Source: an optimization exercise on an open RTL-to-GDS flow (aim: small area and a short achievable clock period). Production flows keep margins and buffers that such runs may drop. At most, simulation tests tie the RTL to the original design; equivalence was not proved. No activity file was given, so power comes from the tool's default toggle rates.

==> inputs of v13 <==
==> flow/design.v (excerpt) <==
module gen_pack_TSE (
input clk_i,
input srst_i,
input [9:0]gen_address_AvMM_S_i,
input gen_write_AvMM_S_i,
input [31:0]gen_writedata_AvMM_S_i,
input gen_read_AvMM_S_i,
output [31:0]gen_readdata_AvMM_S_o,
output gen_readdatavalid_AvMM_S_o,
output gen_waitrequest_AvMM_S_o,
input [31:0]gen_readdata_AvMM_M_i,
input gen_waitrequest_AvMM_M_i,
output [7:0]gen_address_AvMM_M_o,
output gen_write_AvMM_M_o,
output [31:0]gen_writedata_AvMM_M_o,
output gen_read_AvMM_M_o,
input  gen_ready_i,
output [7:0]gen_data_o,
output gen_valid_o,
output gen_startofpacket_o,
output gen_endofpacket_o
);
==> flow/config.mk <==
export PLATFORM = sky130hd
export DESIGN_NAME = gen_pack_TSE
export DESIGN_NICKNAME = gen_pack_TSE
export VERILOG_FILES = /design/flow/design.v
export SDC_FILE = /design/flow/constraint.sdc
export NUM_CORES = 4
export LEC_CHECK = 0
export CAP_MARGIN = 20
export CORE_MARGIN = 2
export CORE_UTILIZATION = 45
export PLACE_DENSITY = 0.6
export SETUP_SLACK_MARGIN = 5
export SLEW_MARGIN = 20
export TNS_END_PERCENT = 100
==> flow/constraint.sdc <==
create_clock -name core_clock -period 8.0 [get_ports {clk_i}]
set_input_delay 1.6000 -clock core_clock [delete_from_list [all_inputs] [get_ports {clk_i}]]
set_output_delay 1.6000 -clock core_clock [all_outputs]
set_load 0.01 [all_outputs]
run.sh (not shown) runs the stock make flow with config.mk's settings and CLKGATE_MAP_FILE= SYNTH_SCRIPT=/design/flow/synth_recipe.tcl, a recipe that flattens the netlist after the stock synthesis.
==> inputs of v18, as changes to v13 <==
--- a/flow/config.mk
+++ b/flow/config.mk
@@ -8,7 +8,7 @@
 export CAP_MARGIN = 20
 export CORE_MARGIN = 2
-export CORE_UTILIZATION = 45
-export PLACE_DENSITY = 0.6
-export SETUP_SLACK_MARGIN = 5
+export CORE_UTILIZATION = 55
+export PLACE_DENSITY = 0.65
+export SETUP_SLACK_MARGIN = 4.5
 export SLEW_MARGIN = 20
 export TNS_END_PERCENT = 100
==> summary of the runs <==
In v18 the via count is lower than in v13, by 3.9%. In v13 the power is larger than in v18, by 2.2%. In v18 the fmax is lower than in v13, by about 4%. In v18 the count of clock-buffer cells in the layout is lower than in v13, by 12. Of v18 and v13, v13 has the higher wire length (gap 9.8%, measured against v13).
Function was not checked in any run of this note: the RTL went through the layout flow alone.

---

==> run R <==
gen_pack_TSE, a different RTL version from the one above (not shown whole).
clock: 8.0 ns
lec_check: 0
cap_margin: 20
core_margin: 2
core_utilization: 55
cts_buf_list: sky130_fd_sc_hd__clkbuf_16
cts_cluster_diameter: 50
cts_cluster_size: 28
place_density: 0.65
setup_slack_margin: 5
slew_margin: 20
tns_end_percent: 100
==> inputs of run X, as changes to run R <==
--- a/flow/design.v
+++ b/flow/design.v
@@ -4,17 +4,30 @@
 	input [(DATA_WIDTH-1):0] data,
 	input [(ADDR_WIDTH-1):0] r_w_addr,
 	input we, clk,
 	output reg [(DATA_WIDTH-1):0] q
 );
-	reg [DATA_WIDTH-1:0] ram[2**ADDR_WIDTH-1:0];
-	always @ (posedge clk)
-	begin
-		if (we)
-			ram[r_w_addr] <= data;
-		q <= ram[r_w_addr];
+	localparam N = 2**ADDR_WIDTH;
+	reg [DATA_WIDTH-1:0] ram[N-1:0];
+	wire [7:0] lo = 8'h1 << r_w_addr[2:0];
+	wire [7:0] hi = 8'h1 << r_w_addr[5:3];
+	wire [N-1:0] sel;
+	genvar i;
+	generate for (i = 0; i < N; i = i + 1) begin : g
+		assign sel[i] = hi[i / 8] & lo[i % 8];
+		always @(posedge clk)
+			if (we & sel[i]) ram[i] <= data;
+	end endgenerate
+	integer k;
+	reg [DATA_WIDTH-1:0] rd;
+	always @* begin
+		rd = {DATA_WIDTH{1'b0}};
+		for (k = 0; k < N; k = k + 1)
+			rd = rd | (ram[k] & {DATA_WIDTH{sel[k]}});
 	end
+	always @(posedge clk)
+		q <= rd;
 endmodule
 module gen_pack_TSE (
 input clk_i,
 input srst_i,
 input [9:0]gen_address_AvMM_S_i,
@@ -333,76 +346,63 @@
 end
 always_ff @(posedge clk_i) begin
   if (srst_i) begin
     s_idle <= 1'b1; s_reg <= 1'b0; s_ram <= 1'b0; s_tse <= 1'b0;
     s_ist  <= 1'b0; s_ird <= 1'b0; s_iwr <= 1'b0; s_ichk <= 1'b0;
-    rdata_s        <= 32'h0;
     rvalid_s       <= 1'b0;
     waitreq_s      <= 1'b1;
     control        <= 32'h0;
     count_pack_reg <= 32'h0;
     time_work      <= 32'h0;
     rand_val_speed <= 32'h0;
     we_tv          <= 1'b0;
     r_w_addr_tv    <= 6'h0;
     ram_addr       <= 6'h0;
     state_ST          <= IDLE_ST;
-    data_o            <= 8'h0;
-    valid_o           <= 1'b0;
     sop_o             <= 1'b0;
-    eop_o             <= 1'b0;
-    r_w_addr_tv_ST    <= 6'h0;
-    count_32to8       <= 2'h0;
-    temp_val_data_tx  <= 32'h0;
-    size_tv           <= 9'h0;
-    cet1              <= 12'd1;
-    cet2              <= 12'd2;
-    count_pack_work1  <= 32'h1;
     flag_startwork_tx <= 1'b0;
     flag_set_control_0_bit <= 1'b0;
   end
   else begin
     s_idle <= n_idle; s_reg <= n_reg; s_ram <= n_ram; s_tse <= n_tse;
     s_ist  <= n_ist;  s_ird <= n_ird; s_iwr <= n_iwr; s_ichk <= n_ichk;
-    rdata_s        <= rdata_s_n;
     rvalid_s       <= rvalid_s_n;
     waitreq_s      <= waitreq_s_n;
     control        <= control_mm_n;
     count_pack_reg <= count_pack_reg_n;
     time_work      <= time_work_n;
     rand_val_speed <= rand_val_speed_n;
     we_tv          <= we_tv_n;
     r_w_addr_tv    <= r_w_addr_tv_n;
     ram_addr       <= control_mm_n[0] ? r_w_addr_tv_ST_n : r_w_addr_tv_n;
     state_ST          <= next_ST;
-    data_o            <= data_o_n;
-    valid_o           <= valid_o_n;
     sop_o             <= sop_o_n;
-    eop_o             <= eop_o_n;
-    r_w_addr_tv_ST    <= r_w_addr_tv_ST_n;
-    count_32to8       <= count_32to8_n;
-    temp_val_data_tx  <= temp_val_data_tx_n;
-    size_tv           <= size_tv_n;
-    cet1              <= cet1_n;
-    cet2              <= cet2_n;
-    count_pack_work1  <= count_pack_work1_n;
     flag_startwork_tx <= flag_startwork_tx_n;
     flag_set_control_0_bit <= flag_set_n;
   end
 end
 always_ff @(posedge clk_i) begin
+  rdata_s        <= rdata_s_n;
+  data_o            <= data_o_n;
+  valid_o           <= valid_o_n;
+  eop_o             <= eop_o_n;
+  r_w_addr_tv_ST    <= r_w_addr_tv_ST_n;
+  count_32to8       <= count_32to8_n;
+  temp_val_data_tx  <= temp_val_data_tx_n;
+  size_tv           <= size_tv_n;
+  cet1              <= cet1_n;
+  cet2              <= cet2_n;
+  count_pack_work1  <= count_pack_work1_n;
+end
+always_ff @(posedge clk_i) begin
   write_m <= write_m_n;
   read_m  <= read_m_n;
   addr_m  <= addr_m_n;
   wdata_m <= wdata_m_n;
 end
 always_ff @(posedge clk_i) begin
-  if (srst_i) begin
-    cout_one_sec    <= 14'h0;
-    count_time_work <= 32'h0;
-  end
-  else if (!control[0]) begin
+  if (!control[0]) begin
     cout_one_sec    <= 14'h0;
     count_time_work <= 32'h0;
   end
   else if (cout_one_sec >= GEN_VAL_PART_OF_SEC) begin
     cout_one_sec    <= 14'h0;
@@ -415,16 +415,11 @@
 wire work_lt = (work_speed < spd) & ({1'b0, work_speed} + 11'h1 != {1'b0, spd});
 wire wait_lt = (wait_speed < wait_speed_lim) & ~(&wait_speed_lim);
 always_ff @(posedge clk_i)
   wait_speed_lim <= ~spd;
 always_ff @(posedge clk_i) begin
-  if (srst_i) begin
-    work_speed       <= 10'h0;
-    wait_speed       <= 10'h0;
-    count_work_speed <= 11'h0;
-  end
-  else begin
+  begin
     if (control[0]) begin
       if (valid_o) begin
         if (work_lt)
           work_speed <= work_speed + 10'h1;
         else if (spd < 10'd1000) begin
@@ -507,37 +502,35 @@
       if (rand_range_1 != 11'h0) value_rnd_1 <= value_rnd_1 & ~m1;
       if (rand_range_2 != 11'h0) value_rnd_2 <= value_rnd_2 & ~m2[9:0];
     end
   end
 end
-function automatic [10:0] pow2_below(input [10:0] r, input bit top1024);
-  logic [10:0] gt;
+function automatic [10:0] pow2_mask(input [10:0] r, input bit top1024);
+  logic [11:0] gt;
   integer k;
+  gt = 12'h0;
   for (k = 1; k <= 10; k = k + 1)
     gt[k] = (|(r >> (k + 1))) | (r[k] & (|(r & ((11'h1 << k) - 11'h1))));
-  gt[0] = 1'b0;
   if (!top1024) gt[10] = 1'b0;
-  pow2_below = 11'h0;
+  pow2_mask[0] = 1'b0;
   for (k = 1; k <= 10; k = k + 1)
-    if (gt[k]) pow2_below = 11'h1 << k;
+    pow2_mask[k] = gt[1] & ~gt[k + 1];
+endfunction
+function automatic [10:0] low_bit(input [10:0] m);
+  low_bit = m & ~(m << 1);
 endfunction
 wire [10:0] rr_left = rand_range - rand_range_1;
 wire        rr_go   = (rand_range != 11'h0);
-function automatic [10:0] or_up(input [10:0] v);
-  integer k;
-  for (k = 0; k < 11; k = k + 1) or_up[k] = |(v & ((11'h2 << k) - 11'h1));
-endfunction
-wire [10:0] rand_range_1_n = (rr_go && !flag_range_1_ready) ? pow2_below(rand_range, 1'b1) : rand_range_1;
+wire        rr1_set = rr_go && !flag_range_1_ready;
+wire [10:0] m1_new  = pow2_mask(rand_range, 1'b1);
+wire [10:0] rand_range_1_n = rr1_set ? low_bit(m1_new) : rand_range_1;
 wire wr_rvs = wr_reg & (a_s[1:0] == 2'd3);
-logic [10:0] base_k, base_w;
-logic        base_sel;
-always_ff @(posedge clk_i) begin
-  base_k   <= rand_val_speed[10:0] + rand_range_1;
-  base_w   <= gen_writedata_AvMM_S_i[10:0] + rand_range_1;
-  base_sel <= wr_rvs & ~srst_i;
-end
-wire [10:0] base_2 = base_sel ? base_w : base_k;
+wire [10:0] base_w = gen_writedata_AvMM_S_i[10:0] + rand_range_1;
+wire [10:0] base_k = rand_val_speed[10:0] + rand_range_1;
+logic [10:0] base_2;
+always_ff @(posedge clk_i)
+  base_2 <= ({11{wr_rvs}} & base_w) | ({11{~wr_rvs}} & base_k);
 always_ff @(posedge clk_i) begin
   if (srst_i) begin
     flag_range_1_ready <= 1'b0;
     flag_range_2_ready <= 1'b0;
     flag_range_3_ready <= 1'b0;
@@ -556,17 +549,17 @@
       flag_range_2_ready <= 1'b0;
       flag_range_3_ready <= 1'b0;
       rand_range         <= 11'h0;
     end
     rand_range_1 <= rand_range_1_n;
-    m1           <= or_up(rand_range_1_n);
+    if (rr1_set) m1 <= m1_new;
     if (rr_go) begin
       if (!flag_range_1_ready)
         flag_range_1_ready <= 1'b1;
       else if (!flag_range_2_ready) begin
-        rand_range_2       <= pow2_below(rr_left, 1'b0);
-        m2                 <= or_up(pow2_below(rr_left, 1'b0));
+        rand_range_2       <= low_bit(pow2_mask(rr_left, 1'b0));
+        m2                 <= pow2_mask(rr_left, 1'b0);
         flag_range_2_ready <= 1'b1;
       end
       else if (!flag_range_3_ready) begin
         rand_range_3       <= rr_left - rand_range_2;
         flag_range_3_ready <= 1'b1;
--- a/flow/config.mk
+++ b/flow/config.mk
@@ -5,13 +5,13 @@
 export SDC_FILE = /design/flow/constraint.sdc
 export NUM_CORES = 4
 export LEC_CHECK = 0
 export CAP_MARGIN = 20
 export CORE_MARGIN = 2
-export CORE_UTILIZATION = 55
+export CORE_UTILIZATION = 62
 export CTS_BUF_LIST = sky130_fd_sc_hd__clkbuf_16
 export CTS_CLUSTER_DIAMETER = 50
 export CTS_CLUSTER_SIZE = 28
-export PLACE_DENSITY = 0.65
+export PLACE_DENSITY = 0.75
 export SETUP_SLACK_MARGIN = 5
 export SLEW_MARGIN = 20
 export TNS_END_PERCENT = 100
==> inputs of run C, as changes to run R <==
--- a/flow/config.mk
+++ b/flow/config.mk
@@ -5,13 +5,13 @@
 export SDC_FILE = /design/flow/constraint.sdc
 export NUM_CORES = 4
 export LEC_CHECK = 0
 export CAP_MARGIN = 20
 export CORE_MARGIN = 2
-export CORE_UTILIZATION = 55
+export CORE_UTILIZATION = 62
 export CTS_BUF_LIST = sky130_fd_sc_hd__clkbuf_16
 export CTS_CLUSTER_DIAMETER = 50
 export CTS_CLUSTER_SIZE = 28
-export PLACE_DENSITY = 0.65
+export PLACE_DENSITY = 0.75
 export SETUP_SLACK_MARGIN = 5
 export SLEW_MARGIN = 20
 export TNS_END_PERCENT = 100
==> inputs of run G, as changes to run R <==
--- a/flow/design.v
+++ b/flow/design.v
@@ -72,29 +72,28 @@
 logic        sop_o;
 logic        eop_o;
 logic [31:0] temp_val_data_tx;
 logic [1:0]  count_32to8;
 logic [8:0]  size_tv;
-logic [11:0] cet1, cet2;           
+logic [10:0] count_end_tx;
 logic [10:0] size_pack;
 logic [31:0] count_pack_work1;    
 logic        flag_startwork_tx;
 logic        flag_set_control_0_bit;
 logic [13:0] cout_one_sec;
 logic [31:0] count_time_work;
 logic [9:0]  work_speed;
 logic [9:0]  wait_speed;
-logic [9:0]  wait_speed_lim;     
+logic [9:0]  wait_speed_const;
 logic [10:0] count_work_speed;
 logic [10:0] rand_range;
 logic        flag_range_1_ready;
 logic        flag_range_2_ready;
 logic        flag_range_3_ready;
 logic [10:0] rand_range_1;
 logic [10:0] rand_range_2;
 logic [10:0] rand_range_3;
-logic [10:0] m1, m2;                
 logic        flag_next_rand_size;
 logic [10:0] rand_range_1_count;
 logic [9:0]  rand_range_2_count;
 logic [9:0]  rand_range_3_count;
 logic [1:0]  range_queue;
@@ -186,14 +185,13 @@
   addr_m_n  = n_tse ? a_s[7:0] : 8'h2;
   wdata_m_n = n_ist ? TSE_REG_VAL_RESET :
               n_iwr ? TSE_REG_VAL_2_COMCONF : gen_writedata_AvMM_S_i;
 end
 logic [1:0] next_ST;
-wire [11:0] cet1_inc = cet1[11] ? 12'd1 : cet1 + 12'd1;
-wire [11:0] cet2_inc = (cet2 == 12'd2049) ? 12'd2 : cet2 + 12'd1;
-wire        last1  = (cet1 == {1'b0, size_pack});
-wire        last2  = (cet2 == {1'b0, size_pack});
+wire [10:0] cnt_p1 = count_end_tx + 11'h1;
+wire        last1  = ({1'b0, count_end_tx} + 12'h1 == {1'b0, size_pack});
+wire        last2  = ({1'b0, count_end_tx} + 12'h2 == {1'b0, size_pack});
 always_comb begin
   next_ST = IDLE_ST;
   case (state_ST)
     IDLE_ST: next_ST = (control[0] && count_work_speed == 11'h0) ? SOP : IDLE_ST;
     SOP:     if (gen_ready_i && sop_o && control[0])
@@ -218,11 +216,11 @@
 logic        valid_o_n, sop_o_n, eop_o_n;
 logic [5:0]  r_w_addr_tv_ST_n;
 logic [1:0]  count_32to8_n;
 logic [31:0] temp_val_data_tx_n;
 logic [8:0]  size_tv_n;
-logic [11:0] cet1_n, cet2_n;
+logic [10:0] count_end_tx_n;
 logic [31:0] count_pack_work1_n;
 logic        flag_startwork_tx_n;
 logic        flag_set_n;
 logic [7:0] byte_sel;
 always_comb begin
@@ -240,12 +238,11 @@
   eop_o_n             = eop_o;
   r_w_addr_tv_ST_n    = r_w_addr_tv_ST;
   count_32to8_n       = count_32to8;
   temp_val_data_tx_n  = temp_val_data_tx;
   size_tv_n           = size_tv;
-  cet1_n              = cet1;
-  cet2_n              = cet2;
+  count_end_tx_n      = count_end_tx;
   count_pack_work1_n  = count_pack_work1;
   flag_startwork_tx_n = flag_startwork_tx;
   flag_set_n          = 1'b0;
   case (next_ST)
     IDLE_ST: begin
@@ -253,33 +250,30 @@
       data_o_n       = 8'h0;
       valid_o_n      = 1'b0;
       eop_o_n        = 1'b0;
       count_32to8_n  = 2'd0;
       size_tv_n      = 9'd0;
-      cet1_n = 12'd1;
-      cet2_n = 12'd2;
+      count_end_tx_n = 11'd0;
       if (!control[0])
         count_pack_work1_n = 32'h1;
     end
     SOP: begin
       r_w_addr_tv_ST_n = control[0] ? 6'd0 : 6'd5;
       if (r_w_addr_tv_ST == 6'd0)
-        cet1_n = 12'd2;
-        cet2_n = 12'd3;
-      if (cet1 == 12'd2) begin
+        count_end_tx_n = 11'd1;
+      if (count_end_tx == 11'd1) begin
         temp_val_data_tx_n = q_tv;
         data_o_n           = q_tv[7:0];
         valid_o_n          = 1'b1;
         sop_o_n            = 1'b1;
         count_32to8_n      = 2'd1;
         size_tv_n          = 9'd0;
       end
       else if (!control[0])
         flag_startwork_tx_n = 1'b0;
       else if (flag_startwork_tx) begin
-        cet1_n             = 12'd2;
-        cet2_n             = 12'd3;
+        count_end_tx_n     = 11'd1;
         temp_val_data_tx_n = q_tv;
         data_o_n           = q_tv[7:0];
         valid_o_n          = 1'b1;
         sop_o_n            = 1'b1;
         count_32to8_n      = 2'd1;
@@ -291,12 +285,11 @@
       valid_o_n = 1'b1;
       if (gen_ready_i) begin
         data_o_n = byte_sel;
         if (count_32to8 == 2'd1)
           r_w_addr_tv_ST_n = size_tv[5:0] + 6'h1;
-        cet1_n = cet1_inc;
-        cet2_n = cet2_inc;
+        count_end_tx_n = cnt_p1;
         count_32to8_n  = count_32to8 + 2'h1;
         if (count_32to8 == 2'd3) begin
           size_tv_n          = size_tv + 9'h1;
           temp_val_data_tx_n = q_tv;
         end
@@ -314,12 +307,11 @@
     end
     EOP: begin
       valid_o_n = 1'b1;
       if (gen_ready_i) begin
         data_o_n       = byte_sel;
-        cet1_n = cet1_inc;
-        cet2_n = cet2_inc;
+        count_end_tx_n = cnt_p1;
         count_32to8_n  = count_32to8 + 2'h1;
         if (count_32to8 == 2'd3) begin
           size_tv_n          = size_tv + 9'h1;
           temp_val_data_tx_n = q_tv;
         end
@@ -352,12 +344,11 @@
     eop_o             <= 1'b0;
     r_w_addr_tv_ST    <= 6'h0;
     count_32to8       <= 2'h0;
     temp_val_data_tx  <= 32'h0;
     size_tv           <= 9'h0;
-    cet1              <= 12'd1;
-    cet2              <= 12'd2;
+    count_end_tx      <= 11'h0;
     count_pack_work1  <= 32'h1;
     flag_startwork_tx <= 1'b0;
     flag_set_control_0_bit <= 1'b0;
   end
   else begin
@@ -380,12 +371,11 @@
     eop_o             <= eop_o_n;
     r_w_addr_tv_ST    <= r_w_addr_tv_ST_n;
     count_32to8       <= count_32to8_n;
     temp_val_data_tx  <= temp_val_data_tx_n;
     size_tv           <= size_tv_n;
-    cet1              <= cet1_n;
-    cet2              <= cet2_n;
+    count_end_tx      <= count_end_tx_n;
     count_pack_work1  <= count_pack_work1_n;
     flag_startwork_tx <= flag_startwork_tx_n;
     flag_set_control_0_bit <= flag_set_n;
   end
 end
@@ -410,32 +400,30 @@
   end
   else
     cout_one_sec <= cout_one_sec + 14'h1;
 end
 wire [9:0] spd = rand_val_speed[31:22];
-wire work_lt = (work_speed < spd) & ({1'b0, work_speed} + 11'h1 != {1'b0, spd});
-wire wait_lt = (wait_speed < wait_speed_lim) & ~(&wait_speed_lim);
-always_ff @(posedge clk_i)
-  wait_speed_lim <= ~spd;
 always_ff @(posedge clk_i) begin
   if (srst_i) begin
     work_speed       <= 10'h0;
     wait_speed       <= 10'h0;
+    wait_speed_const <= 10'h0;
     count_work_speed <= 11'h0;
   end
   else begin
+    wait_speed_const <= 10'h000 - spd;
     if (control[0]) begin
       if (valid_o) begin
-        if (work_lt)
+        if ({1'b0, work_speed} + 11'h1 < {1'b0, spd})
           work_speed <= work_speed + 10'h1;
         else if (spd < 10'd1000) begin
           work_speed       <= 10'h0;
           count_work_speed <= count_work_speed + 11'h1;
         end
       end
       else if (count_work_speed != 11'h0) begin
-        if (wait_lt)
+        if ({1'b0, wait_speed} + 11'h1 < {1'b0, wait_speed_const})
           wait_speed <= wait_speed + 10'h1;
         else begin
           count_work_speed <= count_work_speed - 11'h1;
           wait_speed       <= 10'h0;
         end
@@ -448,12 +436,10 @@
     end
   end
 end
 wire [10:0] rmin = rand_val_speed[10:0];
 wire        next_is_eop = (next_ST == EOP);
-wire c1_lt = m1[10] & ~|(rand_range_1_count & m1);            
-wire c2_lt = m2[10] & ~|({1'b0, rand_range_2_count} & m2);    
 always_ff @(posedge clk_i) begin
   if (srst_i) begin
     size_pack           <= 11'd62;
     flag_next_rand_size <= 1'b0;
     range_queue         <= 2'h0;
@@ -471,20 +457,20 @@
       size_pack <= 11'd62;
     if (flag_range_1_ready && flag_range_2_ready && flag_range_3_ready && !flag_next_rand_size && !next_is_eop) begin
       range_queue         <= range_queue + 2'h1;
       flag_next_rand_size <= 1'b1;
       if ((range_queue[0] ||
-           (range_queue == 2'd2 && !c2_lt) ||
+           (range_queue == 2'd2 && {1'b0, rand_range_2_count} >= rand_range_2) ||
            (range_queue == 2'd0 && {1'b0, rand_range_3_count} >= rand_range_3)) &&
-          c1_lt) begin
+          rand_range_1_count < rand_range_1) begin
         rand_range_1_count <= rand_range_1_count + 11'h1;
         value_rnd_1        <= (value_rnd_1 << 2) + value_rnd_1 + 11'h1;
         size_pack          <= value_rnd_1 + rmin;
       end
       else if ((range_queue != 2'd0 ||
                 {1'b0, rand_range_3_count} >= rand_range_3) &&
-               c2_lt) begin
+               {1'b0, rand_range_2_count} < rand_range_2) begin
         rand_range_2_count <= rand_range_2_count + 10'h1;
         value_rnd_2        <= (value_rnd_2 << 2) + value_rnd_2 + 10'h1;
         size_pack          <= {1'b0, value_rnd_2} + base_2;
       end
       else if ({1'b0, rand_range_3_count} < rand_range_3) begin
@@ -493,21 +479,39 @@
         size_pack          <= {1'b0, value_rnd_3} + base_2 + rand_range_2;
       end
     end
     if (flag_next_rand_size && next_is_eop) begin
       flag_next_rand_size <= 1'b0;
-      if (!c1_lt && !c2_lt &&
+      if (rand_range_1_count >= rand_range_1 &&
+          {1'b0, rand_range_2_count} >= rand_range_2 &&
           {1'b0, rand_range_3_count} >= rand_range_3) begin
         rand_range_1_count <= 11'h0;
         rand_range_2_count <= 10'h0;
         rand_range_3_count <= 10'h0;
         value_rnd_1        <= 11'h0;
         value_rnd_2        <= 10'h0;
         value_rnd_3        <= 10'h0;
       end
-      if (rand_range_1 != 11'h0) value_rnd_1 <= value_rnd_1 & ~m1;
-      if (rand_range_2 != 11'h0) value_rnd_2 <= value_rnd_2 & ~m2[9:0];
+      if      (rand_range_1 == 11'h400) value_rnd_1 <= {1'b0, value_rnd_1[9:0]};
+      else if (rand_range_1 == 11'h200) value_rnd_1 <= {2'b0, value_rnd_1[8:0]};
+      else if (rand_range_1 == 11'h100) value_rnd_1 <= {3'b0, value_rnd_1[7:0]};
+      else if (rand_range_1 == 11'h080) value_rnd_1 <= {4'b0, value_rnd_1[6:0]};
+      else if (rand_range_1 == 11'h040) value_rnd_1 <= {5'b0, value_rnd_1[5:0]};
+      else if (rand_range_1 == 11'h020) value_rnd_1 <= {6'b0, value_rnd_1[4:0]};
+      else if (rand_range_1 == 11'h010) value_rnd_1 <= {7'b0, value_rnd_1[3:0]};
+      else if (rand_range_1 == 11'h008) value_rnd_1 <= {8'b0, value_rnd_1[2:0]};
+      else if (rand_range_1 == 11'h004) value_rnd_1 <= {9'b0, value_rnd_1[1:0]};
+      else if (rand_range_1 == 11'h002) value_rnd_1 <= {10'b0, value_rnd_1[0]};
+      if      (rand_range_2 == 11'h200) value_rnd_2 <= {1'b0, value_rnd_2[8:0]};
+      else if (rand_range_2 == 11'h100) value_rnd_2 <= {2'b0, value_rnd_2[7:0]};
+      else if (rand_range_2 == 11'h080) value_rnd_2 <= {3'b0, value_rnd_2[6:0]};
+      else if (rand_range_2 == 11'h040) value_rnd_2 <= {4'b0, value_rnd_2[5:0]};
+      else if (rand_range_2 == 11'h020) value_rnd_2 <= {5'b0, value_rnd_2[4:0]};
+      else if (rand_range_2 == 11'h010) value_rnd_2 <= {6'b0, value_rnd_2[3:0]};
+      else if (rand_range_2 == 11'h008) value_rnd_2 <= {7'b0, value_rnd_2[2:0]};
+      else if (rand_range_2 == 11'h004) value_rnd_2 <= {8'b0, value_rnd_2[1:0]};
+      else if (rand_range_2 == 11'h002) value_rnd_2 <= {9'b0, value_rnd_2[0]};
     end
   end
 end
 function automatic [10:0] pow2_below(input [10:0] r, input bit top1024);
   logic [10:0] gt;
@@ -520,14 +524,10 @@
   for (k = 1; k <= 10; k = k + 1)
     if (gt[k]) pow2_below = 11'h1 << k;
 endfunction
 wire [10:0] rr_left = rand_range - rand_range_1;
 wire        rr_go   = (rand_range != 11'h0);
-function automatic [10:0] or_up(input [10:0] v);
-  integer k;
-  for (k = 0; k < 11; k = k + 1) or_up[k] = |(v & ((11'h2 << k) - 11'h1));
-endfunction
 wire [10:0] rand_range_1_n = (rr_go && !flag_range_1_ready) ? pow2_below(rand_range, 1'b1) : rand_range_1;
 wire wr_rvs = wr_reg & (a_s[1:0] == 2'd3);
 logic [10:0] base_k, base_w;
 logic        base_sel;
 always_ff @(posedge clk_i) begin
@@ -542,12 +542,10 @@
     flag_range_2_ready <= 1'b0;
     flag_range_3_ready <= 1'b0;
     rand_range_1       <= 11'h0;
     rand_range_2       <= 11'h0;
     rand_range_3       <= 11'h0;
-    m1                 <= 11'h0;
-    m2                 <= 11'h0;
     rand_range         <= 11'h0;
   end
   else begin
     if (control[0] && control[1])
       rand_range <= rand_val_speed[21:11] - rand_val_speed[10:0] + 11'h1;
@@ -556,17 +554,15 @@
       flag_range_2_ready <= 1'b0;
       flag_range_3_ready <= 1'b0;
       rand_range         <= 11'h0;
     end
     rand_range_1 <= rand_range_1_n;
-    m1           <= or_up(rand_range_1_n);
     if (rr_go) begin
       if (!flag_range_1_ready)
         flag_range_1_ready <= 1'b1;
       else if (!flag_range_2_ready) begin
         rand_range_2       <= pow2_below(rr_left, 1'b0);
-        m2                 <= or_up(pow2_below(rr_left, 1'b0));
         flag_range_2_ready <= 1'b1;
       end
       else if (!flag_range_3_ready) begin
         rand_range_3       <= rr_left - rand_range_2;
         flag_range_3_ready <= 1'b1;
--- a/flow/config.mk
+++ b/flow/config.mk
@@ -5,13 +5,13 @@
 export SDC_FILE = /design/flow/constraint.sdc
 export NUM_CORES = 4
 export LEC_CHECK = 0
 export CAP_MARGIN = 20
 export CORE_MARGIN = 2
-export CORE_UTILIZATION = 55
+export CORE_UTILIZATION = 70
 export CTS_BUF_LIST = sky130_fd_sc_hd__clkbuf_16
 export CTS_CLUSTER_DIAMETER = 50
 export CTS_CLUSTER_SIZE = 28
-export PLACE_DENSITY = 0.65
+export PLACE_DENSITY = 0.8
 export SETUP_SLACK_MARGIN = 5
 export SLEW_MARGIN = 20
 export TNS_END_PERCENT = 100
==> notes <==
- Run R completed without violations. Run G ran to the end with no violations. Run C produced a clean layout. Run X passed the timing, DRC and antenna checks.
- Of run C and run R, run C has the higher non-clock buffer count (gap 3).
- Worst setup slack: run G < run X < run R < run C.
- Against run X, the sequential share of layout area of run C is lower by 0.97 points.
- Utilization, highest first: run G, run C, run X, run R.
- Die area: run R > run C > run X > run G.
==> figures <==
item                                                         run G                   run X                      run R       run C
Height of the die                                         393.8 um                415.8 um                   443.5 um    417.9 um
Layout cell share with drive strength beyond 1              18.17%                  16.91%                     16.92%      16.50%
# Taps                                                        2030                    2218                       2526        2218
Multiplexer area fraction after synthesis                   1.083%                 0.9542%                    0.9457%     0.9457%
Result of the run                 no timing/DRC/antenna violations  no timing/DRC/antenna violations  no timing/DRC/antenna violations  no timing/DRC/antenna violations
Instance count after placement with tap cells included        9694                    9534                      10191        9877
Synthesis-stage register bit count                            2639                    2657                       2671        2671
Sequential cell area fraction in the yosys report           68.96%                  71.08%                     69.63%      69.63%
Total power                                               26.54 mW                26.49 mW                   28.32 mW    26.81 mW
Layout clock buffer count                                      180                     187                        222         187
Cell seen most often among critical-path stages                  -  sky130_fd_sc_hd__or4_4  sky130_fd_sc_hd__o211ai_1           -

==> what the ideal ports hide <==
No port has a modelled driver above. Below, the same layouts with a new extraction and two added sets of constraints.
Step 1, drivers: a clkbuf_16 drives clk_i and a buf_2 each remaining input, both assumed.
Step 2 moves the port delays by t, midway between the first and last clock arrival at a register: inputs arrive t later, outputs are due t later. That takes back most of the time a late clock gives input paths.
a / b / c = ideal ports / drivers / drivers and shift; a / b = the first two.
| run | t (ns) | slack for setup (ns) | hold slack, ns |
|---|---|---|---|
| v13 | 1.014 | 4.523 / 4.523 / 3.588 | 0.458 / 0.458 / 0.458 |
| v18 | 0.990 | 4.375 / 4.375 / 3.524 | 0.452 / 0.452 / 0.452 |
| run R | 0.969 | 4.716 / 4.716 / 4.091 | 0.461 / 0.461 / 0.461 |
| run X | 0.970 | 4.695 / 4.695 / 3.743 | 0.464 / 0.464 / 0.464 |
| run C | 0.951 | 4.858 / 4.858 / 4.089 | 0.457 / 0.457 / 0.457 |
| run G | 0.921 | 4.455 / 4.455 / 3.947 | 0.457 / 0.457 / 0.457 |
After both steps setup and hold are still met in every run listed. The setup slack of run X, which loses most, moves by 0.000 ns with the drivers and by -0.952 ns with both steps.
